Context: an optimization exercise on an open-source flow, tuned for a short achievable clock period and few clock cycles. The choices shown serve that exercise and are no tape-out recipe. The RTL was checked by simulation tests, not by an equivalence proof against the original design. Power and IR drop assume default switching activity.

==> design/flow/config.mk <==
export PLATFORM = sky130hd
export DESIGN_NAME = minirv_pipe
export DESIGN_NICKNAME = minirv_pipe
export VERILOG_FILES = /design/flow/design.v
export SDC_FILE = /design/flow/constraint.sdc
export NUM_CORES = 4
export LEC_CHECK = 0
export CAP_MARGIN = 20
export CORE_MARGIN = 2
export CORE_UTILIZATION = 40
export PLACE_DENSITY = 0.6
export SLEW_MARGIN = 20
==> design/flow/standard.sh <==
#!/bin/bash
# synth_recipe.tcl (not shown) runs the flow's synth.tcl, then flattens the netlist and writes it again
# the make line also repeats each setting of config.mk as NAME=value (left out here)
make -C /OpenROAD-flow-scripts/flow DESIGN_CONFIG=/design/flow/config.mk WORK_HOME=/design/flow/orfs CLKGATE_MAP_FILE= SYNTH_SCRIPT=/design/flow/synth_recipe.tcl "${@:-finish}"
==> design/flow/flow/run.sh <==
#!/bin/bash
cp standard.sh standard_sh.txt
export SETUP_SLACK_MARGIN=${MY_SETUP_MARGIN:-6.5}
bash standard.sh > standard.log 2>&1
==> design/flow/constraint.sdc <==
create_clock -name core_clock -period 10.0 [get_ports {clk}]
set_input_delay 2.0000 -clock core_clock [delete_from_list [all_inputs] [get_ports {clk}]]
set_output_delay 2.0000 -clock core_clock [all_outputs]
set_load 0.01 [all_outputs]
==> design/flow/design.v <==
module minirv_pipe(
    input clk,
    input rst_n,
    output [13:0] imem_addr,
    input  [31:0] imem_rdata,
    output [13:0] dmem_addr,
    output [31:0] dmem_wdata,
    output        dmem_we,
    input  [31:0] dmem_rdata,
    output        debug_wb_have_inst,
    output [31:0] debug_wb_pc,
    output        debug_wb_ena,
    output [4:0]  debug_wb_reg,
    output [31:0] debug_wb_value
);
localparam OP_LUI = 7'b0110111, OP_JAL = 7'b1101111, OP_JALR = 7'b1100111,
           OP_BR = 7'b1100011, OP_LD = 7'b0000011, OP_ST = 7'b0100011,
           OP_IMM = 7'b0010011, OP_REG = 7'b0110011;
function [5:0] add5(input [4:0] x, input [4:0] y, input c);
    integer k;
    reg cc;
    begin
        cc = c;
        for (k = 0; k < 5; k = k + 1) begin
            add5[k] = x[k] ^ y[k] ^ cc;
            cc = (x[k] & y[k]) | (x[k] & cc) | (y[k] & cc);
        end
        add5[5] = cc;
    end
endfunction
function [10:0] inc11(input [10:0] x);
    integer k;
    begin
        for (k = 0; k < 11; k = k + 1) inc11[k] = x[k] ^ ((x & ((11'd1 << k) - 11'd1)) == ((11'd1 << k) - 11'd1));
    end
endfunction
function [10:0] dec11(input [10:0] x);
    integer k;
    begin
        for (k = 0; k < 11; k = k + 1) dec11[k] = x[k] ^ ((x & ((11'd1 << k) - 11'd1)) == 11'd0);
    end
endfunction
function [15:0] inc16(input [15:0] x);
    integer k;
    begin
        for (k = 0; k < 16; k = k + 1) inc16[k] = x[k] ^ ((x & ((16'd1 << k) - 16'd1)) == ((16'd1 << k) - 16'd1));
    end
endfunction
function [15:0] dec16(input [15:0] x);
    integer k;
    begin
        for (k = 0; k < 16; k = k + 1) dec16[k] = x[k] ^ ((x & ((16'd1 << k) - 16'd1)) == 16'd0);
    end
endfunction
reg [15:0] pcl_f, hib_f, hdl_f;
reg        hc_f;
reg        mis_r;
reg [31:0] rt_r;
reg        v_d;
reg [31:0] ir_d, pc_d, ptgt_d;
reg        bp_d, sp_d, sm_d;
reg [31:0] rf1_d, rf2_d;    
reg        v_e;
reg [31:0] a_e, b_e, r1_e, imm_e, alt_e, jx0_e, jx1_e, pc_e;
reg        mq1_e, mq0_e, ml1_e, ml0_e, mj_e;
reg        sm_e, call_e, ret_e;
reg        br_e, jalr_e, bp_e, sp_e, ld_e, rdwe_e;
reg [2:0]  f3_e;
reg [4:0]  rd_e;
reg [8:0]  alu_e;    
reg [13:0] da_o;
reg [31:0] dw_o;
reg        we_o;
reg        v_w;
reg [31:0] val_w;
reg        rdwe_w;
reg [4:0]  rd_w;
reg [13:0] fa_o;    
reg        hv_o;
reg [31:0] pc_n, val_n;
reg        ena_n;
reg [4:0]  rd_n;
reg [31:0] rf [1:31];
reg [31:1] rfv;
reg [31:0] ras0, ras1;
reg [1:0]  rasv;
reg [1:0]  bht [0:31];
reg        bu_v, bu_ag;    
reg [4:0]  bu_ix;
integer i, j, k2;
wire [31:0] add_e = a_e + b_e;
wire [31:0] sub_e = a_e - b_e;
wire [31:0] sll_e = a_e << b_e[4:0];
wire [31:0] srl_e = a_e >> b_e[4:0];
wire [31:0] sra_e = srl_e | ({32{a_e[31]}} & ~(32'hffffffff >> b_e[4:0]));
wire [31:0] alu_r = ({32{alu_e[0]}} & add_e) | ({32{alu_e[1]}} & sub_e) |
                    ({32{alu_e[2]}} & (a_e & b_e)) | ({32{alu_e[3]}} & (a_e | b_e)) |
                    ({32{alu_e[4]}} & (a_e ^ b_e)) | ({32{alu_e[5]}} & sll_e) |
                    ({32{alu_e[6]}} & srl_e) | ({32{alu_e[7]}} & sra_e) |
                    ({32{alu_e[8]}} & b_e);
wire [31:0] res_e = ld_e ? dmem_rdata : alu_r;
reg [31:0] cl, ce;
reg [31:0] cl2, ce2;
integer c, cw;
always @* begin
    cl = ~a_e & b_e;
    ce = ~(a_e ^ b_e);
    cl[31] = a_e[31] & ~b_e[31];
    for (cw = 1; cw < 32; cw = cw * 2) begin
        cl2 = cl;
        ce2 = ce;
        for (c = 0; c < 32; c = c + 2 * cw) begin
            cl2[c] = cl[c + cw] | (ce[c + cw] & cl[c]);
            ce2[c] = ce[c + cw] & ce[c];
        end
        cl = cl2;
        ce = ce2;
    end
end
wire eq_e = ce[0];
wire lt_e = cl[0];
wire tk_e = f3_e[2] ? (lt_e ^ f3_e[0]) : (eq_e ^ f3_e[0]);
wire [31:0] jt_e = (r1_e + imm_e) & ~32'd1;
wire jok_e = (r1_e == jx0_e) | (r1_e == jx1_e);
wire mis_e = (eq_e ? mq1_e : mq0_e) | (lt_e ? ml1_e : ml0_e) | (mj_e & !jok_e);
wire [31:0] rtgt_e = jalr_e ? jt_e : alt_e;
wire [6:0] op_d = ir_d[6:0];
wire [4:0] rs1_d = ir_d[19:15], rs2_d = ir_d[24:20], rd_d = ir_d[11:7];
wire [2:0] f3_d = ir_d[14:12];
wire d_lui = op_d == OP_LUI, d_jal = op_d == OP_JAL, d_jalr = op_d == OP_JALR,
     d_br = op_d == OP_BR, d_ld = op_d == OP_LD, d_st = op_d == OP_ST,
     d_imm = op_d == OP_IMM, d_reg = op_d == OP_REG;
wire rdwe_d = d_lui | d_jal | d_jalr | d_ld | d_imm | d_reg;
wire [31:0] immi_d = {{20{ir_d[31]}}, ir_d[31:20]};
wire [31:0] imms_d = {{20{ir_d[31]}}, ir_d[31:25], ir_d[11:7]};
wire [31:0] immu_d = {ir_d[31:12], 12'b0};
wire [31:0] immb_d = {{20{ir_d[31]}}, ir_d[7], ir_d[30:25], ir_d[11:8], 1'b0};
wire [31:0] imm_d = d_lui ? immu_d : (d_jal | d_jalr) ? pc_d + 32'd4 : immi_d;
reg [15:0] immm_d;    
wire alu_ri = d_reg | d_imm;
wire [8:0] alu_d;
assign alu_d[1] = d_reg & f3_d == 3'b000 & ir_d[30];
assign alu_d[0] = (!alu_ri & !alu_d[8]) | (alu_ri & f3_d == 3'b000 & !alu_d[1]);
assign alu_d[8] = d_lui | d_jal | d_jalr;
assign alu_d[2] = alu_ri & f3_d == 3'b111;
assign alu_d[3] = alu_ri & f3_d == 3'b110;
assign alu_d[4] = alu_ri & f3_d == 3'b100;
assign alu_d[5] = alu_ri & f3_d == 3'b001;
assign alu_d[6] = alu_ri & f3_d == 3'b101 & !ir_d[30];
assign alu_d[7] = alu_ri & f3_d == 3'b101 & ir_d[30];
reg fe1, fe2, fw1, fw2, fx1, fx2;
reg [31:0] val_x;
wire [31:0] q1_d = fw1 ? val_w : fx1 ? val_x : rf1_d;
wire [31:0] q2_d = fw2 ? val_w : fx2 ? val_x : rf2_d;
wire [31:0] r1_d = fe1 ? res_e : q1_d;
wire [31:0] r2_d = fe2 ? res_e : q2_d;
wire [15:0] ea_d = q1_d[15:0] + immm_d;
wire off0_d = d_st ? (ir_d[31:25] == 7'd0 && ir_d[11:7] == 5'd0) : (ir_d[31:20] == 12'd0);
wire stall = v_d & (d_ld | d_st) & fe1 & !off0_d;
wire [31:0] alt_d = pc_d + (bp_d ? 32'd4 : immb_d);
wire [31:0] jx0_d = ptgt_d - immi_d;
wire [31:0] jx1_d = (ptgt_d | 32'd1) - immi_d;    
wire [31:0] ir_f = imem_rdata;
reg [31:0] rf1_f, rf2_f;
always @* begin
    rf1_f = 32'd0;
    rf2_f = 32'd0;
    for (j = 1; j < 32; j = j + 1) begin
        rf1_f = rf1_f | ({32{ir_f[19:15] == j && rfv[j]}} & rf[j]);
        rf2_f = rf2_f | ({32{ir_f[24:20] == j && rfv[j]}} & rf[j]);
    end
end
wire f_jal  = ir_f[6:0] == OP_JAL;
wire f_br   = ir_f[6:0] == OP_BR;
wire f_jalr = ir_f[6:0] == OP_JALR;
wire [31:0] jimm_f = {{12{ir_f[31]}}, ir_f[19:12], ir_f[20], ir_f[30:21], 1'b0};
wire [31:0] bimm_f = {{20{ir_f[31]}}, ir_f[7], ir_f[30:25], ir_f[11:8], 1'b0};
wire [15:0] hi_f = hib_f + hdl_f + {15'd0, hc_f};
wire [31:0] pc_f = {hi_f, pcl_f};
wire [16:0] p4l_f = {1'b0, pcl_f} + 17'd4;
wire [31:0] pc4_f = {p4l_f[16] ? inc16(hi_f) : hi_f, p4l_f[15:0]};
wire [16:0] tjl_f = {1'b0, pcl_f} + {1'b0, jimm_f[15:0]};
wire [16:0] tbl_f = {1'b0, pcl_f} + {1'b0, bimm_f[15:0]};
wire sp_f = ir_f[31] | ir_f[14:12] == 3'b001 | ir_f[14:12] == 3'b101;
wire same_f = ir_f[19:15] == ir_f[24:20];
wire sd_f = ir_f[14:12] == 3'b000 | ir_f[14:12] == 3'b101;
wire [1:0] bc_f = bht[pcl_f[6:2]];
wire bp_f = f_br & (same_f ? sd_f : (sp_f ^ bc_f[1]));
wire lnk_rd_f = ir_f[11:7] == 5'd1 || ir_f[11:7] == 5'd5;
wire lnk_rs_f = ir_f[19:15] == 5'd1 || ir_f[19:15] == 5'd5;
wire pop_f = f_jalr & lnk_rs_f & !lnk_rd_f;
wire rp_f = pop_f & rasv[0];
wire [31:0] jp_f = rp_f ? ras0 : pc4_f;
wire sj_f = !mis_r & !stall & f_jal;
wire sb_f = !mis_r & !stall & !f_jal & bp_f;
wire so_f = !mis_r & !stall & !f_jal & !bp_f;
wire sh_f = !mis_r & stall;
wire [15:0] npl_f = ({16{sj_f}} & tjl_f[15:0]) | ({16{sb_f}} & tbl_f[15:0]) | ({16{so_f}} & jp_f[15:0]) |
                   ({16{sh_f}} & pcl_f) | ({16{mis_r}} & rt_r[15:0]);
assign imem_addr = fa_o;
assign dmem_addr = da_o;
assign dmem_wdata = dw_o;
assign dmem_we = we_o;
assign debug_wb_have_inst = hv_o;
assign debug_wb_pc = ~pc_n;
assign debug_wb_ena = ~ena_n;
assign debug_wb_reg = ~rd_n;
assign debug_wb_value = ~val_n;
always @(posedge clk or negedge rst_n) begin
    if (!rst_n) begin
        pcl_f <= 16'd0;
        hib_f <= 16'd0;
        hdl_f <= 16'd0;
        hc_f <= 1'b0;
        mis_r <= 1'b0;
        v_d <= 1'b0;
        v_e <= 1'b0;
        mq1_e <= 1'b0;
        mq0_e <= 1'b0;
        ml1_e <= 1'b0;
        ml0_e <= 1'b0;
        mj_e <= 1'b0;
        v_w <= 1'b0;
        we_o <= 1'b0;
        rasv <= 2'b00;
        bu_v <= 1'b0;
        rfv <= 31'd0;
        for (i = 0; i < 32; i = i + 1) bht[i] <= 2'd0;
    end else begin
        pcl_f <= npl_f;
        if (mis_r) begin
            hib_f <= rt_r[31:16];
            hdl_f <= 16'd0;
            hc_f <= 1'b0;
        end else if (!stall) begin
            if (f_jal) begin
                hib_f <= hi_f;
                hdl_f <= jimm_f[31:16];
                hc_f <= tjl_f[16];
            end else if (bp_f) begin
                hib_f <= hi_f;
                hdl_f <= bimm_f[31:16];
                hc_f <= tbl_f[16];
            end else if (rp_f) begin
                hib_f <= ras0[31:16];
                hdl_f <= 16'd0;
                hc_f <= 1'b0;
            end else begin
                hib_f <= hi_f;
                hdl_f <= 16'd0;
                hc_f <= p4l_f[16];
            end
        end
        mis_r <= mis_e;
        if (mis_r) v_d <= 1'b0;
        else if (!stall) v_d <= 1'b1;
        v_e <= v_d & !mis_e & !mis_r & !stall;
        mq1_e <= v_d & !mis_e & !mis_r & !stall & d_br & !f3_d[2] & ((!f3_d[0]) ^ bp_d);
        mq0_e <= v_d & !mis_e & !mis_r & !stall & d_br & !f3_d[2] & (f3_d[0] ^ bp_d);
        ml1_e <= v_d & !mis_e & !mis_r & !stall & d_br & f3_d[2] & ((!f3_d[0]) ^ bp_d);
        ml0_e <= v_d & !mis_e & !mis_r & !stall & d_br & f3_d[2] & (f3_d[0] ^ bp_d);
        mj_e <= v_d & !mis_e & !mis_r & !stall & d_jalr;
        we_o <= v_d & d_st & !mis_e & !mis_r & !stall;
        v_w <= v_e;
        if (v_e & call_e) rasv <= {rasv[0], 1'b1};
        else if (v_e & ret_e) rasv <= {1'b0, rasv[1]};
        if (v_w && rdwe_w && rd_w != 5'd0) rfv[rd_w] <= 1'b1;
        bu_v <= v_e & br_e & !sm_e;
        if (bu_v) begin
            if (bu_ag) begin
                if (bht[bu_ix] != 2'd0) bht[bu_ix] <= bht[bu_ix] - 2'd1;
            end else begin
                if (bht[bu_ix] != 2'd3) bht[bu_ix] <= bht[bu_ix] + 2'd1;
            end
        end
    end
end
always @(posedge clk) begin
    if (!stall) begin
        ir_d <= ir_f;
        immm_d <= (ir_f[6:0] == OP_ST) ? {{4{ir_f[31]}}, ir_f[31:25], ir_f[11:7]} : {{4{ir_f[31]}}, ir_f[31:20]};
        pc_d <= pc_f;
        bp_d <= bp_f;
        sp_d <= sp_f;
        sm_d <= same_f;
        ptgt_d <= jp_f;
    end
    if (v_e & call_e) begin
        ras0 <= b_e;    
        ras1 <= ras0;
    end else if (v_e & ret_e) begin
        ras0 <= ras1;
    end
    if (stall) begin
        rf1_d <= q1_d;
        rf2_d <= q2_d;
    end else begin
        rf1_d <= rf1_f;
        rf2_d <= rf2_f;
    end
    fx1 <= !stall & v_w & rdwe_w & (rd_w != 5'd0) & (rd_w == ir_f[19:15]);
    fx2 <= !stall & v_w & rdwe_w & (rd_w != 5'd0) & (rd_w == ir_f[24:20]);
    val_x <= val_w;
    fe1 <= v_d & !stall & rdwe_d & (rd_d != 5'd0) & (rd_d == ir_f[19:15]);
    fe2 <= v_d & !stall & rdwe_d & (rd_d != 5'd0) & (rd_d == ir_f[24:20]);
    fw1 <= v_e & rdwe_e & (rd_e != 5'd0) & (rd_e == (stall ? rs1_d : ir_f[19:15]));
    fw2 <= v_e & rdwe_e & (rd_e != 5'd0) & (rd_e == (stall ? rs2_d : ir_f[24:20]));
    a_e <= r1_d;
    b_e <= (d_reg | d_br) ? r2_d : imm_d;
    r1_e <= r1_d;
    imm_e <= immi_d;
    alt_e <= alt_d;
    jx0_e <= jx0_d;
    jx1_e <= jx1_d;
    pc_e <= pc_d;
    br_e <= d_br;
    jalr_e <= d_jalr;
    bp_e <= bp_d;
    sp_e <= sp_d;
    sm_e <= sm_d;
    call_e <= (d_jal | d_jalr) & (rd_d == 5'd1 || rd_d == 5'd5);
    ret_e <= d_jalr & (rs1_d == 5'd1 || rs1_d == 5'd5) & !(rd_d == 5'd1 || rd_d == 5'd5);
    ld_e <= d_ld;
    rdwe_e <= rdwe_d;
    f3_e <= f3_d;
    rd_e <= rd_d;
    alu_e <= alu_d;
    rt_r <= rtgt_e;
    bu_ix <= pc_e[6:2];
    bu_ag <= tk_e == sp_e;
    da_o <= fe1 ? res_e[15:2] : ea_d[15:2];
    dw_o <= r2_d;
    val_w <= res_e;
    rdwe_w <= rdwe_e;
    rd_w <= rd_e;
    fa_o <= rst_n ? npl_f[15:2] : 14'd0;
    hv_o <= rst_n & v_e;
    val_n <= ~res_e;
    pc_n <= ~pc_e;
    ena_n <= ~rdwe_e;
    rd_n <= ~rd_e;
    if (v_w && rdwe_w && rd_w != 5'd0) rf[rd_w] <= val_w;
end
endmodule
==> results of run 1 <==
-- path summary, 6_finish.rpt --
kind	endpoint	slack, ns	cells after the start
max in group asynchronous	hdl_f[14]	7.63	2
min in group asynchronous	bht[9][1]	1.07	1
max reg2reg	b_e[19]	6.20	15
min	pc_n[31]	0.34	1
min reg2reg	pc_n[31]	0.34	1
max	b_e[19]	6.20	15
-- power by group --
part	total [µW]	internal (µW)	switching, µW	leakage, µW
Sequential	9840	8970	869	0.0168
Combinational	5000	2020	2990	0.0217
Clock	7530	4220	3310	0.00323
-- cell usage in the layout (no fill, tap or decap), drive strengths merged, types with 82 or more instances in the layout --
| cell | n |
|---|---|
| nand3 | 161 |
| clkbuf | 272 |
| nor2 | 437 |
| dfxtp | 536 |
| edfxtp | 1160 |
| a22oi | 251 |
| xor2 | 126 |
| ha | 295 |
| a22o | 348 |
| buf | 702 |
| inv | 338 |
| dfrtp | 146 |
| mux2 | 114 |
| and3 | 116 |
| a221oi | 375 |
| xnor2 | 210 |
| a21oi | 428 |
| mux2i | 169 |
| a21o | 109 |
| nand2 | 414 |
| clkinv | 82 |
| nand4 | 177 |
| nor3 | 117 |
| o21ai | 343 |
-- final cells by class --
class,instances,area share [%]
multi-input cells,5109,38.18
well taps,2992,3.311
flip-flops and latches,1842,43.70
clock buffers,251,4.752
clock inverters,115,1.091
inverters,355,1.296
diodes,23,0.05091
repair inverters,1,0.006641
repair buffers,860,7.613
-- kinds of logic after synthesis --
family	share of synthesized area [%]
flops	54.51
simple gates	9.730
mux	4.843
compound gates	19.28
fa+ha+maj	4.309
xor+xnor	3.259
buf+inv	4.068
-- critical path: stages, from the launching register on --
cell and delay [ns]:
sky130_fd_sc_hd__dfxtp_4 0.42, sky130_fd_sc_hd__inv_8 0.09, sky130_fd_sc_hd__buf_4 0.12, sky130_fd_sc_hd__buf_6 0.44, sky130_fd_sc_hd__nor2_2 0.19, sky130_fd_sc_hd__a21oi_1 0.24, sky130_fd_sc_hd__nor2_1 0.13, sky130_fd_sc_hd__nor4b_2 0.50
sky130_fd_sc_hd__o311ai_0 0.32, sky130_fd_sc_hd__buf_4 0.24, sky130_fd_sc_hd__a21oi_1 0.14, sky130_fd_sc_hd__o2bb2ai_1 0.15, sky130_fd_sc_hd__buf_4 0.18, sky130_fd_sc_hd__mux2i_1 0.08, sky130_fd_sc_hd__buf_4 0.22, sky130_fd_sc_hd__a2bb2oi_2 0.13
-- per-layer routing --
| layer | track usage (%) | routed length [µm] |
|---|---|---|
| met1 | 44.76 | 155100 |
| met2 | 55.22 | 192300 |
| met4 | 29.64 | 49220 |
| met5 | 0.7871 | 385 |
| met3 | 13.65 | 66950 |
-- per-stage QoR --
step	util, %	setup slack, ns
after detailed placement	43.31	4.310
after floorplan	-	5.883
after global placement	43.31	4.303
after CTS	48.77	6.252
final	50.32	6.202
after global routing	50.29	6.211
-- timing repair --
item / CTS / global route
cloned: 17 / 13
endpoints found under the setup margin: 941 / 414
gates resized for setup: 1166 / 483
pin swaps: 166 / 237
setup buffers: 259 / 182
==> results by group, run 1 <==
Final layout
  • Sequential cell area: ~49,000 µm²
  • Cell Count, Final, Fillers Out: 11,550
  • Area grow syn2layout: 25.20%
  • Flip-flop count of the largest register, all copies and words added: approximately 1,000
  • Number of filler cells placed in the layout: between 15,000 and 20,000
  • Area occupied by multi-input gates: around 43,000 µm²
  • Registers with the most flip-flops: rf (992), bht (64)
  • Nets: ~8,700
  • Register with the highest flop count: rf
  • Final std cell area, no fill: 113,100 µm²
  • Share of cells above drive strength 1: 26.15%

Worst setup path
  • Worst setup EP type: flip-flop
  • Type of the worst setup path: reg -> reg
  • Worst EP required: between 10 and 15 ns
  • Start point of the critical path: b_e[2]
  • Worst R2R Start: b_e[2]
  • Setup crit start kind: flip-flop
  • Crit path DAT: approximately 4.5 ns
  • Critical-path maximum fanout: 50

Placed design
  • I/O Buffers: 197
  • Detail Placement HPWL: between 200 and 300 mm
  • Placed inst area: between 90,000 and 100,000 µm²
  • Placed insts: 10,690
  • Final weighted congestion in routability-driven placement: a little over 1

Logic synthesis
  • Post-synthesis average cell area: 11.47 µm²
  • Post-synth net total: about 8,200
  • Most numerous cell types in the synthesized netlist: sky130_fd_sc_hd__edfxtp_1, sky130_fd_sc_hd__dfxtp_1, sky130_fd_sc_hd__clkbuf_1
  • Area share of the largest cell type after synthesis: a little under 40%
  • Leading area contributor after synthesis: sky130_fd_sc_hd__edfxtp_1
  • Share of async-settable or async-resettable flops after synthesis: 7.926%
  • Number of instances in the synthesized netlist: a little under 8,000
  • EDFF count, synth: around 1,200
  • Post-synth cell types: 117
  • Most common cell in the netlist: sky130_fd_sc_hd__edfxtp_1
  • Proportion of synthesized chip area in sequential cells: a little over half
  • Total standard cell area after synthesis: 90,300 µm²
  • Most area-consuming cells after synthesis: sky130_fd_sc_hd__edfxtp_1, sky130_fd_sc_hd__dfxtp_1, sky130_fd_sc_hd__ha_1
  • Synthesized flop and latch total: 1,842
  • Predominant post-synthesis flop cell: sky130_fd_sc_hd__edfxtp_1
  • Total of warnings raised by yosys: 2

Clock network
  • Clock latency on the worst-skew pair: slightly above 0.9 ns
  • Register clock-pin slew on the reported worst setup and hold paths: 0.07 ns
  • Deepest level of the CTS H-tree: 4
  • Total clock buffers created by CTS: about 190
  • # clock sinks: 1,842
  • CTS tree: built
  • Buffer depth of the longest clock path: 3
  • CTS Root Cell: sky130_fd_sc_hd__clkbuf_16
  • Cts hold-fix bufs: 0

Floorplan
  • Core area: roughly 220,000 µm²
  • Effective utilization at floorplan: about two fifths
  • Placement Rows: roughly 170
  • I/O Pins: roughly 200
  • Width of the chip: 479.1 µm
  • Die area: roughly 230,000 µm²
  • Die Y: roughly 480 µm

Route
  • Vias: 81,370
  • Via-to-Cell Ratio: 7.047
  • Average wire per cell in the routed design: ~40 µm
  • DRC: 0
  • Number of routed nets with antenna violations: 0
  • Count of routing violations after the opening detailed-route iteration: 16,670
  • Drt total wl: between 400 and 500 mm
  • Number of detailed-routing iterations run before antenna repair: 15

STA
  • Actual slew at the worst max-slew pin: 1.288 ns
  • Highest Clock Rate: roughly 260 MHz
  • Slew Limit Fails: 0
  • Slew margin rel.: 13.21%
  • Setup repair after global routing missed its margin: yes
  • Post-route fraction of the period consumed by the critical path: 37.98%
  • # setup viols final: 0
  • Count of final hold-check violations: 0
  • Hold Worst Slack: 0.3441 ns
  • Post-Route Skew: between 0.07 and 0.08 ns
  • Period minus WS final: 3.798 ns
  • Total negative slack for setup checks: 0 ns

Job
  • Max-cap viol count: 0

Power and ir drop
  • Power Dens Cells: 197.9 nW/µm²
  • Largest vdd supply drop: around 0.00017 V
  • Final Power: roughly 22,000 µW
  • Leakage dissipation: 0.04168 µW

Outcome
  • Outcome: complete, no violations

GRT
  • Vias in the first global route: around 76,000
  • Number of antenna violations at the first check in global routing: 26
  • Grt ovf: 0
  • Global-route wire length before repair: just over 600 mm
  • GRT Total Usage: between 30 and 40%
  • Maximum number of pins on one net before global-route repair: 71

Min path
  • HP Start: pc_e[31]
  • Worst hold path class: reg -> reg
Testbench counts, summed over its fixed seeds: cycles 108,808.
==> run 2: changes to the inputs <==
--- a/design/flow/design.v
+++ b/design/flow/design.v
@@ -62,4 +62,5 @@
 reg [31:0] rf1_d, rf2_d;    
 reg        v_e;
+reg [4:0]  shn_e;
 reg [31:0] a_e, b_e, r1_e, imm_e, alt_e, jx0_e, jx1_e, pc_e;
 reg        mq1_e, mq0_e, ml1_e, ml0_e, mj_e;
@@ -73,12 +74,15 @@
 reg        we_o;
 reg        v_w;
-reg [31:0] val_w;
-reg        rdwe_w;
-reg [4:0]  rd_w;
+reg [31:0] val_wn;    
+reg        rdwe_wn;   
+reg [4:0]  rd_wn;
+wire [31:0] val_w = ~val_wn;
+wire       rdwe_w = ~rdwe_wn;
+wire [4:0] rd_w = ~rd_wn;
 reg [13:0] fa_o;    
 reg        hv_o;
-reg [31:0] pc_n, val_n;
-reg        ena_n;
-reg [4:0]  rd_n;
+reg [31:0] pc_o, val_o;
+reg        ena_o;
+reg [4:0]  rd_o;
 reg [31:0] rf [1:31];
 reg [31:1] rfv;
@@ -87,11 +91,13 @@
 reg [1:0]  bht [0:31];
 reg        bu_v, bu_ag;    
-reg [4:0]  bu_ix;
+reg [4:0]  bu_ixn;
+wire [4:0] bu_ix = ~bu_ixn;
 integer i, j, k2;
 wire [31:0] add_e = a_e + b_e;
 wire [31:0] sub_e = a_e - b_e;
-wire [31:0] sll_e = a_e << b_e[4:0];
-wire [31:0] srl_e = a_e >> b_e[4:0];
-wire [31:0] sra_e = srl_e | ({32{a_e[31]}} & ~(32'hffffffff >> b_e[4:0]));
+wire [4:0] sh_e = ~shn_e;
+wire [31:0] sll_e = a_e << sh_e;
+wire [31:0] srl_e = a_e >> sh_e;
+wire [31:0] sra_e = srl_e | ({32{a_e[31]}} & ~(32'hffffffff >> sh_e));
 wire [31:0] alu_r = ({32{alu_e[0]}} & add_e) | ({32{alu_e[1]}} & sub_e) |
                     ({32{alu_e[2]}} & (a_e & b_e)) | ({32{alu_e[3]}} & (a_e | b_e)) |
@@ -123,5 +129,6 @@
 wire [31:0] jt_e = (r1_e + imm_e) & ~32'd1;
 wire jok_e = (r1_e == jx0_e) | (r1_e == jx1_e);
-wire mis_e = (eq_e ? mq1_e : mq0_e) | (lt_e ? ml1_e : ml0_e) | (mj_e & !jok_e);
+wire mis_e = !mis_r & ((eq_e ? mq1_e : mq0_e) | (lt_e ? ml1_e : ml0_e) | (mj_e & !jok_e));
+wire vx_e = v_e & !mis_r;
 wire [31:0] rtgt_e = jalr_e ? jt_e : alt_e;
 wire [6:0] op_d = ir_d[6:0];
@@ -203,8 +210,8 @@
 assign dmem_we = we_o;
 assign debug_wb_have_inst = hv_o;
-assign debug_wb_pc = ~pc_n;
-assign debug_wb_ena = ~ena_n;
-assign debug_wb_reg = ~rd_n;
-assign debug_wb_value = ~val_n;
+assign debug_wb_pc = pc_o;
+assign debug_wb_ena = ena_o;
+assign debug_wb_reg = rd_o;
+assign debug_wb_value = val_o;
 always @(posedge clk or negedge rst_n) begin
     if (!rst_n) begin
@@ -222,5 +229,4 @@
         mj_e <= 1'b0;
         v_w <= 1'b0;
-        we_o <= 1'b0;
         rasv <= 2'b00;
         bu_v <= 1'b0;
@@ -255,16 +261,15 @@
         if (mis_r) v_d <= 1'b0;
         else if (!stall) v_d <= 1'b1;
-        v_e <= v_d & !mis_e & !mis_r & !stall;
-        mq1_e <= v_d & !mis_e & !mis_r & !stall & d_br & !f3_d[2] & ((!f3_d[0]) ^ bp_d);
-        mq0_e <= v_d & !mis_e & !mis_r & !stall & d_br & !f3_d[2] & (f3_d[0] ^ bp_d);
-        ml1_e <= v_d & !mis_e & !mis_r & !stall & d_br & f3_d[2] & ((!f3_d[0]) ^ bp_d);
-        ml0_e <= v_d & !mis_e & !mis_r & !stall & d_br & f3_d[2] & (f3_d[0] ^ bp_d);
-        mj_e <= v_d & !mis_e & !mis_r & !stall & d_jalr;
-        we_o <= v_d & d_st & !mis_e & !mis_r & !stall;
-        v_w <= v_e;
-        if (v_e & call_e) rasv <= {rasv[0], 1'b1};
-        else if (v_e & ret_e) rasv <= {1'b0, rasv[1]};
+        v_e <= v_d & !mis_r & !stall;
+        mq1_e <= v_d & !mis_r & !stall & d_br & !f3_d[2] & ((!f3_d[0]) ^ bp_d);
+        mq0_e <= v_d & !mis_r & !stall & d_br & !f3_d[2] & (f3_d[0] ^ bp_d);
+        ml1_e <= v_d & !mis_r & !stall & d_br & f3_d[2] & ((!f3_d[0]) ^ bp_d);
+        ml0_e <= v_d & !mis_r & !stall & d_br & f3_d[2] & (f3_d[0] ^ bp_d);
+        mj_e <= v_d & !mis_r & !stall & d_jalr;
+        v_w <= vx_e;
+        if (vx_e & call_e) rasv <= {rasv[0], 1'b1};
+        else if (vx_e & ret_e) rasv <= {1'b0, rasv[1]};
         if (v_w && rdwe_w && rd_w != 5'd0) rfv[rd_w] <= 1'b1;
-        bu_v <= v_e & br_e & !sm_e;
+        bu_v <= vx_e & br_e & !sm_e;
         if (bu_v) begin
             if (bu_ag) begin
@@ -286,8 +291,8 @@
         ptgt_d <= jp_f;
     end
-    if (v_e & call_e) begin
+    if (vx_e & call_e) begin
         ras0 <= b_e;    
         ras1 <= ras0;
-    end else if (v_e & ret_e) begin
+    end else if (vx_e & ret_e) begin
         ras0 <= ras1;
     end
@@ -304,8 +309,9 @@
     fe1 <= v_d & !stall & rdwe_d & (rd_d != 5'd0) & (rd_d == ir_f[19:15]);
     fe2 <= v_d & !stall & rdwe_d & (rd_d != 5'd0) & (rd_d == ir_f[24:20]);
-    fw1 <= v_e & rdwe_e & (rd_e != 5'd0) & (rd_e == (stall ? rs1_d : ir_f[19:15]));
-    fw2 <= v_e & rdwe_e & (rd_e != 5'd0) & (rd_e == (stall ? rs2_d : ir_f[24:20]));
+    fw1 <= vx_e & rdwe_e & (rd_e != 5'd0) & (rd_e == (stall ? rs1_d : ir_f[19:15]));
+    fw2 <= vx_e & rdwe_e & (rd_e != 5'd0) & (rd_e == (stall ? rs2_d : ir_f[24:20]));
     a_e <= r1_d;
     b_e <= (d_reg | d_br) ? r2_d : imm_d;
+    shn_e <= ~((d_reg | d_br) ? r2_d[4:0] : imm_d[4:0]);
     r1_e <= r1_d;
     imm_e <= immi_d;
@@ -327,17 +333,18 @@
     alu_e <= alu_d;
     rt_r <= rtgt_e;
-    bu_ix <= pc_e[6:2];
+    bu_ixn <= ~pc_e[6:2];    
     bu_ag <= tk_e == sp_e;
     da_o <= fe1 ? res_e[15:2] : ea_d[15:2];
     dw_o <= r2_d;
-    val_w <= res_e;
-    rdwe_w <= rdwe_e;
-    rd_w <= rd_e;
+    val_wn <= ~res_e;
+    rdwe_wn <= ~rdwe_e;
+    rd_wn <= ~rd_e;
     fa_o <= rst_n ? npl_f[15:2] : 14'd0;
-    hv_o <= rst_n & v_e;
-    val_n <= ~res_e;
-    pc_n <= ~pc_e;
-    ena_n <= ~rdwe_e;
-    rd_n <= ~rd_e;
+    hv_o <= rst_n & vx_e;
+    we_o <= rst_n & v_d & d_st & !mis_e & !mis_r & !stall;
+    val_o <= res_e;
+    pc_o <= pc_e;
+    ena_o <= rdwe_e;
+    rd_o <= rd_e;
     if (v_w && rdwe_w && rd_w != 5'd0) rf[rd_w] <= val_w;
 end
==> run 2 against run 1 <==
Against the previous run: maximum frequency increased by 3.6%; worst setup slack better by 0.13 ns; synthesized area shrank 0.52%; first-iteration DRC count up 4.7%; count of clock-buffer cells in the layout up 9; still clean on timing, DRC and antenna; synthesized cell count grew 1.1%; highest routed layer unchanged; via count increased by 3.5%; core utilization rose by 0.77 points; final cell count rose by 1.6%.
==> results by group, run 2 <==
Outcome
  • Outcome: complete, no violations

Logic synthesis
  • Area share of the largest cell type after synthesis: between 30% and 40%
  • EDFF count, synth: around 1,200
  • Total of warnings raised by yosys: 2
  • Predominant post-synthesis flop cell: sky130_fd_sc_hd__edfxtp_1
  • Number of instances in the synthesized netlist: around 8,000
  • Fraction of the mapped netlist area in adder cells: under 10%
  • Post-synthesis average cell area: approximately 11 µm²
  • Post-synth net total: around 8,300
  • Most area-consuming cells after synthesis: sky130_fd_sc_hd__edfxtp_1, sky130_fd_sc_hd__dfxtp_1, sky130_fd_sc_hd__ha_1
  • Post-synthesis compound-gate area fraction: around a fifth
  • Proportion of synthesized chip area in sequential cells: between 50% and 60%
  • Post-synth cell types: between 100 and 150
  • Total standard cell area after synthesis: ~90,000 µm²
  • Multiplexer share of the synthesized area: under 10%
  • Most common cell in the netlist: sky130_fd_sc_hd__edfxtp_1
  • Most numerous cell types in the synthesized netlist: sky130_fd_sc_hd__edfxtp_1, sky130_fd_sc_hd__dfxtp_1, sky130_fd_sc_hd__nand2_1
  • Share of async-settable or async-resettable flops after synthesis: under 10%
  • Largest family of logic cells by synthesized area: compound AO/OA/AOI/OAI gates
  • Leading area contributor after synthesis: sky130_fd_sc_hd__edfxtp_1
  • Parity-gate share of the synthesized area counting xor and xnor cells: 3.237%
  • Synthesized flop and latch total: ~1,800
  • Fraction of the mapped netlist area in simple logic gates: around 10%

Worst setup path
  • Reg2reg path depth: 14
  • Crit path DAT: 4.47 ns
  • Worst setup EP type: flip-flop
  • Setup crit start kind: input pin
  • Critical Path, Cell by Cell: buf_6, buf_12, ha_4, fa_2, a21o_1, a21oi_2, o21ai_2, a41oi_2, o21ai_2, a21o_1, a21oi_2, xnor2_1, a221o_1, and2_1
  • Critical-path maximum fanout: 2
  • Slowest library cell on the worst path: sky130_fd_sc_hd__fa_2
  • Type of the worst setup path: in -> reg
  • Largest incremental delay on the critical path: between 0.3 and 0.4 ns
  • Worst EP required: approximately 11 ns

GRT
  • Grt ovf: 0
  • GRT Total Usage: between 30% and 40%
  • Number of antenna violations at the first check in global routing: between 40 and 50
  • Global-route wire length before repair: 634.9 mm
  • Maximum number of pins on one net before global-route repair: 80
  • Vias in the first global route: around 77,000

Final layout
  • Register with the highest flop count: rf
  • Leading cell type in the layout, fill and taps excluded: sky130_fd_sc_hd__edfxtp_1
  • Area grow syn2layout: 26.67%
  • Number of filler cells placed in the layout: 19,180
  • Flip-flop count of the largest register, all copies and words added: between 900 and 1,000
  • Leading cell types in the layout, fill and taps excluded: sky130_fd_sc_hd__edfxtp_1, sky130_fd_sc_hd__buf_4, sky130_fd_sc_hd__nand2_1
  • Nets: 8,897
  • Registers with the most flip-flops: rf (992), bht (64)
  • Final core utilization: 51.08%
  • Share of cells above drive strength 1: between 20% and 30%

Power and ir drop
  • Clock Power Share: approximately a third
  • Switching Fraction: between 30% and 40%
  • Switching pwr: a little over 7000 µW
  • Proportion of power drawn by combinational gates: 22.3%
  • Part of the power in registers: ~44%
  • Largest vdd supply drop: about 0.0002 V
  • Internal power of the cells: ~15,000 µW
  • Leakage dissipation: between 0.04 and 0.05 µW
  • Power Dens Cells: around 200 nW/µm²

Placed design
  • Pre-CTS setup slack: 4.615 ns
  • I/O Buffers: roughly 200
  • Final weighted congestion in routability-driven placement: between 0.9 and 1
  • Detail Placement HPWL: ~270 mm

STA
  • Highest Clock Rate: around 270 MHz
  • Post-route setup slack: approximately 6.3 ns
  • Actual slew at the worst max-slew pin: ~1.2 ns
  • Period minus WS final: about 3.7 ns
  • Slew margin rel.: 17.38%
  • Post-Route Skew: ~0.09 ns
  • Setup repair after global routing missed its margin: yes
  • Total negative slack for setup checks: 0 ns
  • Slew Limit Fails: 0
  • # setup viols final: 0
  • Post-route fraction of the period consumed by the critical path: about 37%
  • Count of final hold-check violations: 0

Floorplan
  • Die Y: roughly 480 µm
  • Die area: between 200,000 and 250,000 µm²
  • I/O Pins: roughly 200
  • Width of the chip: around 480 µm
  • Effective utilization at floorplan: 40.33%
  • Core area: 222,700 µm²
  • Placement Rows: between 150 and 200

Clock network
  • Buffer depth of the longest clock path: 3
  • Register clock-pin slew on the reported worst setup and hold paths: about 0.060 ns
  • CTS Root Cell: sky130_fd_sc_hd__clkbuf_16
  • CTS tree: built
  • Clock latency on the worst-skew pair: 0.97 ns
  • # clock sinks: approximately 1,800
  • Total clock buffers created by CTS: 192
  • Deepest level of the CTS H-tree: 4

Job
  • Max-cap viol count: 0

Min path
  • Worst hold path class: reg -> reg
  • Hold Path Stages: 0

Route
  • Count of routing violations after the opening detailed-route iteration: about 17,000
  • Number of detailed-routing iterations run before antenna repair: 22
  • DRC: 0
  • Vias: roughly 84,000
  • Via-to-Cell Ratio: ~7.2
  • Number of routed nets with antenna violations: 0
  • Average wire per cell in the routed design: a little over 40 µm
  • Drt total wl: a little under 500 mm
## run 2: cell type report
type                       instances  area, µm²  area share, %
multi-input combinational       5256      42380          37.24
clock inverter                   102       1240          1.090
clock buffer                     260       5451          4.791
sequential                      1847      49510          43.51
antenna                           60      150.1         0.1320
inverter                         302       1199          1.053
timing repair buffer             928      10130          8.907
tap                             2975       3722          3.272
## run 2: layer usage
layer  part of all wire [%]  vias to the layer above  GRT usage, %
li1                       -                    32090             -
met1                     33                    40610         45.38
met2                     40                     8443         55.92
met3                     15                     3010         19.59
met4                     11                       57         32.45
met5                   0.36                        -         3.403
## run 2: power by group through the flow
stage               clock (µW)  combinational [µW]  sequential, µW
floorplan                    0                2840            9510
global placement             0                4250            9820
detailed placement           0                4290            9820
CTS                       7620                4580            9680
global route              7940                5300            9760
finish                    7630                4990            9730
## run 2: kinds of logic after synthesis
group	count (synthesis)
AOI/OAI and AO/OA	2502
DFF	1847
adders and majority gates	304
xor gates and xnor gates	332
muxes	221
and+or+nand+nor	1868
buffers and inverters	882
## run 2: per-stage QoR
stage / total power [µW] / cell area (µm²) / hold slack [ns] / cells
3_3_place_gp: 14070 / 96850 / 0.3117 / 10750
5_1_grt: 23010 / 113600 / 0.3339 / 11680
6_report: 22350 / 113800 / 0.3197 / 11730
3_5_place_dp: 14110 / 96850 / 0.3121 / 10750
2_1_floorplan: 12350 / 92950 / 0.3096 / 7956
4_1_cts: 21880 / 109900 / 0.3175 / 11460
## run 2: worst max-delay path, delay by kind of cell
family          cells  cell delay (ns)
compound gates      8             1.52
buf+inv             2             0.22
xor+xnor            1             0.08
simple gates        1             0.15
fa+ha+maj           2             0.49
## run 2: final timing paths
check / start / to / slack, ns
worst min register to register: pc_e[17] / pc_o[17] / 0.32
worst min-delay path: pc_e[17] / pc_o[17] / 0.32
worst max register to register: r1_e[12] / r1_e[29] / 6.39
max in group asynchronous: rst_n / mis_r / 7.60
min in group asynchronous: rst_n / bht[3][1] / 1.18
worst max-delay path: imem_rdata[21] / fa_o[13] / 6.33
## run 2: what timing repair did
action	CTS	global route
hold buffers	0	0
buffers inserted	304	196
endpoints found under the setup margin	604	340
gates cloned	45	16
pin swaps	139	213
resized for setup	1030	390
Testbench counts of run 2, summed over its fixed seeds: cycles 108,808.
==> run 3: changes to the inputs <==
--- a/design/flow/design.v
+++ b/design/flow/design.v
@@ -162,5 +162,8 @@
 wire [31:0] r1_d = fe1 ? res_e : q1_d;
 wire [31:0] r2_d = fe2 ? res_e : q2_d;
-wire [15:0] ea_d = q1_d[15:0] + immm_d;
+wire [15:0] eaw_d = val_w[15:0] + immm_d;
+wire [15:0] eax_d = val_x[15:0] + immm_d;
+wire [15:0] ear_d = rf1_d[15:0] + immm_d;
+wire [15:0] ea_d = ({16{fw1}} & eaw_d) | ({16{!fw1 & fx1}} & eax_d) | ({16{!fw1 & !fx1}} & ear_d);
 wire off0_d = d_st ? (ir_d[31:25] == 7'd0 && ir_d[11:7] == 5'd0) : (ir_d[31:20] == 12'd0);
 wire stall = v_d & (d_ld | d_st) & fe1 & !off0_d;
==> design/flow/flow/run.sh (replaced) <==
#!/bin/bash
cp standard.sh standard_sh.txt
export SETUP_SLACK_MARGIN=${MY_SETUP_MARGIN:-6.6}
bash standard.sh > standard.log 2>&1
==> run 3 against run 2 <==
Against the previous run: design area is 2.0% higher; clock power about the same; power increased by 2.5%; synthesized area is 1.4% higher; still clean; first-iteration DRC count fell by 2.3%; combinational power is about 10% higher.
==> results by group, run 3 <==
Outcome
  • Outcome: complete, no violations

Logic synthesis
  • Total of warnings raised by yosys: 2
  • Number of instances in the synthesized netlist: 8,085
  • Predominant post-synthesis flop cell: sky130_fd_sc_hd__edfxtp_1
  • EDFF count, synth: 1,160
  • Most area-consuming cells after synthesis: sky130_fd_sc_hd__edfxtp_1, sky130_fd_sc_hd__dfxtp_1, sky130_fd_sc_hd__ha_1
  • Post-synthesis average cell area: approximately 11 µm²
  • Proportion of synthesized chip area in sequential cells: 54.12%
  • Total standard cell area after synthesis: roughly 90,000 µm²
  • Post-synth cell types: 97
  • Area share of the largest cell type after synthesis: a little under two fifths
  • Synthesized flop and latch total: 1,847
  • Leading area contributor after synthesis: sky130_fd_sc_hd__edfxtp_1
  • Most numerous cell types in the synthesized netlist: sky130_fd_sc_hd__edfxtp_1, sky130_fd_sc_hd__dfxtp_1, sky130_fd_sc_hd__clkbuf_1
  • Post-synth net total: approximately 8,500
  • Most common cell in the netlist: sky130_fd_sc_hd__edfxtp_1
  • Share of async-settable or async-resettable flops after synthesis: 7.851%

Power and ir drop
  • Clock Power Share: 33.3%
  • Largest vdd supply drop: between 0.0002 and 0.00025 V
  • Internal power of the cells: approximately 16,000 µW
  • Switching Fraction: 32.14%
  • Power Dens Cells: 197.2 nW/µm²
  • Switching pwr: between 7000 and 8000 µW
  • Final Power: 22,900 µW
  • Leakage dissipation: 0.04258 µW
  • Part of the power in registers: a little over two fifths
  • Proportion of power drawn by combinational gates: 24.0%

STA
  • Setup repair after global routing missed its margin: yes
  • Post-route setup slack: 6.140 ns
  • Count of final hold-check violations: 0
  • Period minus WS final: 3.860 ns
  • Highest Clock Rate: around 260 MHz
  • Slew margin rel.: 15.55%
  • Total negative slack for setup checks: 0 ns
  • Slew Limit Fails: 0
  • # setup viols final: 0
  • Actual slew at the worst max-slew pin: 1.267 ns
  • Post-route fraction of the period consumed by the critical path: 38.60%
  • Post-Route Skew: approximately 0.049 ns

Worst setup path
  • Setup crit start kind: input pin
  • Critical Path, Cell by Cell: buf_12, ha_4, fa_2, a21o_1, a21oi_2, o21ai_1, and2_4, a21o_1, a41o_1, o41ai_2, xnor2_1, a2111o_1, and2_1
  • Worst setup EP type: flip-flop
  • Setup slack of the most critical reg-to-reg path: 6.17 ns
  • Worst EP required: roughly 11 ns
  • Reg2reg path depth: 16
  • Worst R2R Start: r1_e[12]
  • Largest incremental delay on the critical path: 0.43 ns
  • Critical-path maximum fanout: 2
  • Crit path DAT: 4.65 ns
  • Reg-to-reg critical path endpoint: r1_e[31]
  • Most Frequent Cell on Critical Path: sky130_fd_sc_hd__a21o_1
  • Type of the worst setup path: in -> reg
  • Slowest library cell on the worst path: sky130_fd_sc_hd__a2111o_1

Min path
  • Hold Path Stages: 0
  • HP Start: pc_e[14]
  • Worst hold path class: reg -> reg
  • Hold endpoint: pc_o[14]

Clock network
  • CTS Root Cell: sky130_fd_sc_hd__clkbuf_16
  • CTS tree: built
  • Deepest level of the CTS H-tree: 4
  • Total clock buffers created by CTS: 190
  • # clock sinks: approximately 1,800
  • Cts hold-fix bufs: 0
  • Clock latency on the worst-skew pair: 0.92 ns
  • Register clock-pin slew on the reported worst setup and hold paths: 0.06 ns
  • Buffer depth of the longest clock path: 3

Floorplan
  • Die Y: 481.3 µm
  • Width of the chip: 481.3 µm
  • Core area: around 230,000 µm²
  • Die area: 231,600 µm²
  • Placement Rows: roughly 180
  • I/O Pins: about 200
  • Effective utilization at floorplan: 40.17%

GRT
  • Top Usage Layer GRT: met2
  • Vias in the first global route: a little under 80,000
  • Met1 usage: ~45%
  • Met2 layer usage reported by global route: 56.84%
  • Number of antenna violations at the first check in global routing: 42
  • Met3 Usage GRT: between 10% and 20%
  • GRT Total Usage: between 30% and 40%
  • Maximum number of pins on one net before global-route repair: 64
  • Grt ovf: 0
  • Global-route wire length before repair: roughly 640 mm

Final layout
  • Area grow syn2layout: 27.42%
  • Register with the highest flop count: rf
  • Final core utilization: approximately 50%
  • Leading cell type in the layout, fill and taps excluded: sky130_fd_sc_hd__edfxtp_1
  • Nets: between 9,000 and 10,000
  • Number of filler cells placed in the layout: between 15,000 and 20,000
  • Share of cells above drive strength 1: roughly 29%
  • Final std cell area, no fill: between 100,000 and 150,000 µm²
  • Registers with the most flip-flops: rf (992), bht (64)
  • Flip-flop count of the largest register, all copies and words added: 992
  • Leading cell types in the layout, fill and taps excluded: sky130_fd_sc_hd__edfxtp_1, sky130_fd_sc_hd__buf_4, sky130_fd_sc_hd__dfxtp_1

Route
  • Average wire per cell in the routed design: between 40 and 50 µm
  • Number of detailed-routing iterations run before antenna repair: 17
  • Via-to-Cell Ratio: 7.064
  • Number of routed nets with antenna violations: 0
  • Drt total wl: between 400 and 500 mm
  • Count of routing violations after the opening detailed-route iteration: about 17,000
  • DRC: 0
  • Vias: around 84,000

Placed design
  • Placed inst area: about 98,000 µm²
  • Pre-CTS setup slack: approximately 4.4 ns
  • Final weighted congestion in routability-driven placement: approximately 1.0
  • I/O Buffers: between 150 and 200
  • Detail Placement HPWL: about 280 mm

Job
  • Max-cap viol count: 0
-- run 3: changes by cell type in the layout (fill, tap and decap cells not counted), moves of 28 or more --
cell                              previous run  this run
sky130_fd_sc_hd__nand2_1                   474       419
sky130_fd_sc_hd__buf_6                      57       157
sky130_fd_sc_hd__xor2_1                    160        92
sky130_fd_sc_hd__dlygate4sd2_1              39         8
sky130_fd_sc_hd__inv_1                     266       231
sky130_fd_sc_hd__a221oi_1                  130       162
sky130_fd_sc_hd__buf_2                      41       103
sky130_fd_sc_hd__mux2_2                     68       130
sky130_fd_sc_hd__a21oi_1                   348       376
sky130_fd_sc_hd__xnor2_1                   162       250
sky130_fd_sc_hd__clkdlybuf4s15_1            38         5
sky130_fd_sc_hd__diode_2                    60        21
sky130_fd_sc_hd__o22a_1                     36         7
-- run 3: layout make-up --
class	count	area [µm²]	area share (%)
Sequential cell	1847	49590	42.71
Multi-Input combinational cell	5367	44420	38.26
Timing Repair Buffer	996	10260	8.836
Clock buffer	249	5218	4.494
Tap cell	3009	3765	3.243
Clock inverter	112	1440	1.240
Inverter	307	1306	1.125
Timing Repair inverter	10	56.30	0.04850
Antenna cell	21	52.55	0.04526
-- run 3: power by group through the flow --
| stage | Combinational, µW | Clock [µW] | Sequential (µW) |
|---|---|---|---|
| 6_report | 5510 | 7620 | 9770 |
| 3_5_place_dp | 4520 | 0 | 9900 |
| 4_1_cts | 5000 | 7610 | 9750 |
| 5_1_grt | 5820 | 7910 | 9810 |
| 2_1_floorplan | 3040 | 0 | 9510 |
| 3_3_place_gp | 4500 | 0 | 9900 |
-- run 3: cells by family (layout without fill, tap and decap cells) --
family | after synthesis | count (layout) | share of synthesized area (%)
flip-flops | 1847 | 1847 | 54.12
AO/OA/AOI/OAI | 2505 | 2505 | 19.99
AND/OR/NAND/NOR | 1858 | 1873 | 10.03
buffers and inverters | 886 | 1674 | 3.698
XOR/XNOR | 360 | 360 | 3.460
multiplexers | 297 | 297 | 4.059
other | 0 | 21 | 0
adder cells (fa/ha/maj) | 332 | 332 | 4.641
-- run 3: worst max-delay path by stage --
stage,cells past startpoint,to,slack (ns),from
final,13,fa_o[13],6.14,imem_rdata[8]
after global routing,13,fa_o[13],6.08,imem_rdata[8]
after CTS,13,fa_o[13],6.22,imem_rdata[8]
after detailed placement,9,fa_o[6],4.35,imem_rdata[18]
after global placement,9,fa_o[5],4.44,imem_rdata[17]
after floorplan,12,fa_o[13],5.59,imem_rdata[8]
-- run 3: worst max-delay path, delay by kind of cell --
| family | cells | cell delay, ns |
|---|---|---|
| compound gates | 7 | 1.63 |
| buf+inv | 1 | 0.10 |
| xor+xnor | 1 | 0.13 |
| simple gates | 2 | 0.30 |
| fa+ha+maj | 2 | 0.49 |
-- run 3: repair_timing --
item	CTS	global route
gates cloned	36	14
setup buffers	364	206
hold endpoints to repair	0	0
setup endpoints to repair	624	344
resized for setup	1593	491
pin swaps	183	236
-- run 3: stage by stage --
step	std cells	hold slack, ns
after detailed placement	10920	0.3121
after CTS	11680	0.3248
after global routing	11900	0.3302
final	11920	0.3232
after floorplan	8085	0.3096
after global placement	10920	0.3116
-- run 3: per-layer routing --
metal,wire [µm],vias to the layer above
met5,1002,-
met4,52650,54
met3,72610,2786
met2,194800,8267
met1,158700,40430
li1,-,32650
Testbench counts of run 3, summed over its fixed seeds: cycles 108,808.

==> what the ideal ports hide <==
Ports are ideal in the flow. The routed layouts listed here were re-timed in OpenROAD. Step 1 assumes that a clkbuf_16 drives the clock port and a buf_2 every other input. Step 2 times the ports against the registers' clock, not the clock port: input delays grow and output delays shrink by t, the midpoint of the rising clock arrivals with the driver on. a / b / c = ideal / step 1 / step 2; a / b = the first two.
| run | t (ns) | slack for setup (ns) | worst setup path at the end | worst register clock-pin slew, ns | pins driven straight from the clock port |
|---|---|---|---|---|---|
| run 1 | 0.959 | 6.202 / 6.202 / 5.380 | input to register | 0.07 / 0.07 | 1 |
| run 2 | 1.014 | 6.333 / 6.393 / 5.379 | input to register | 0.08 / 0.08 | 1 |
| run 3 | 0.990 | 6.140 / 6.172 / 5.187 | input to register | 0.07 / 0.07 | 1 |
After both steps setup and hold are still met in every run listed. For run 2, which loses most, drivers alone change the setup slack by +0.060 ns; drivers and shift together by -0.954 ns.
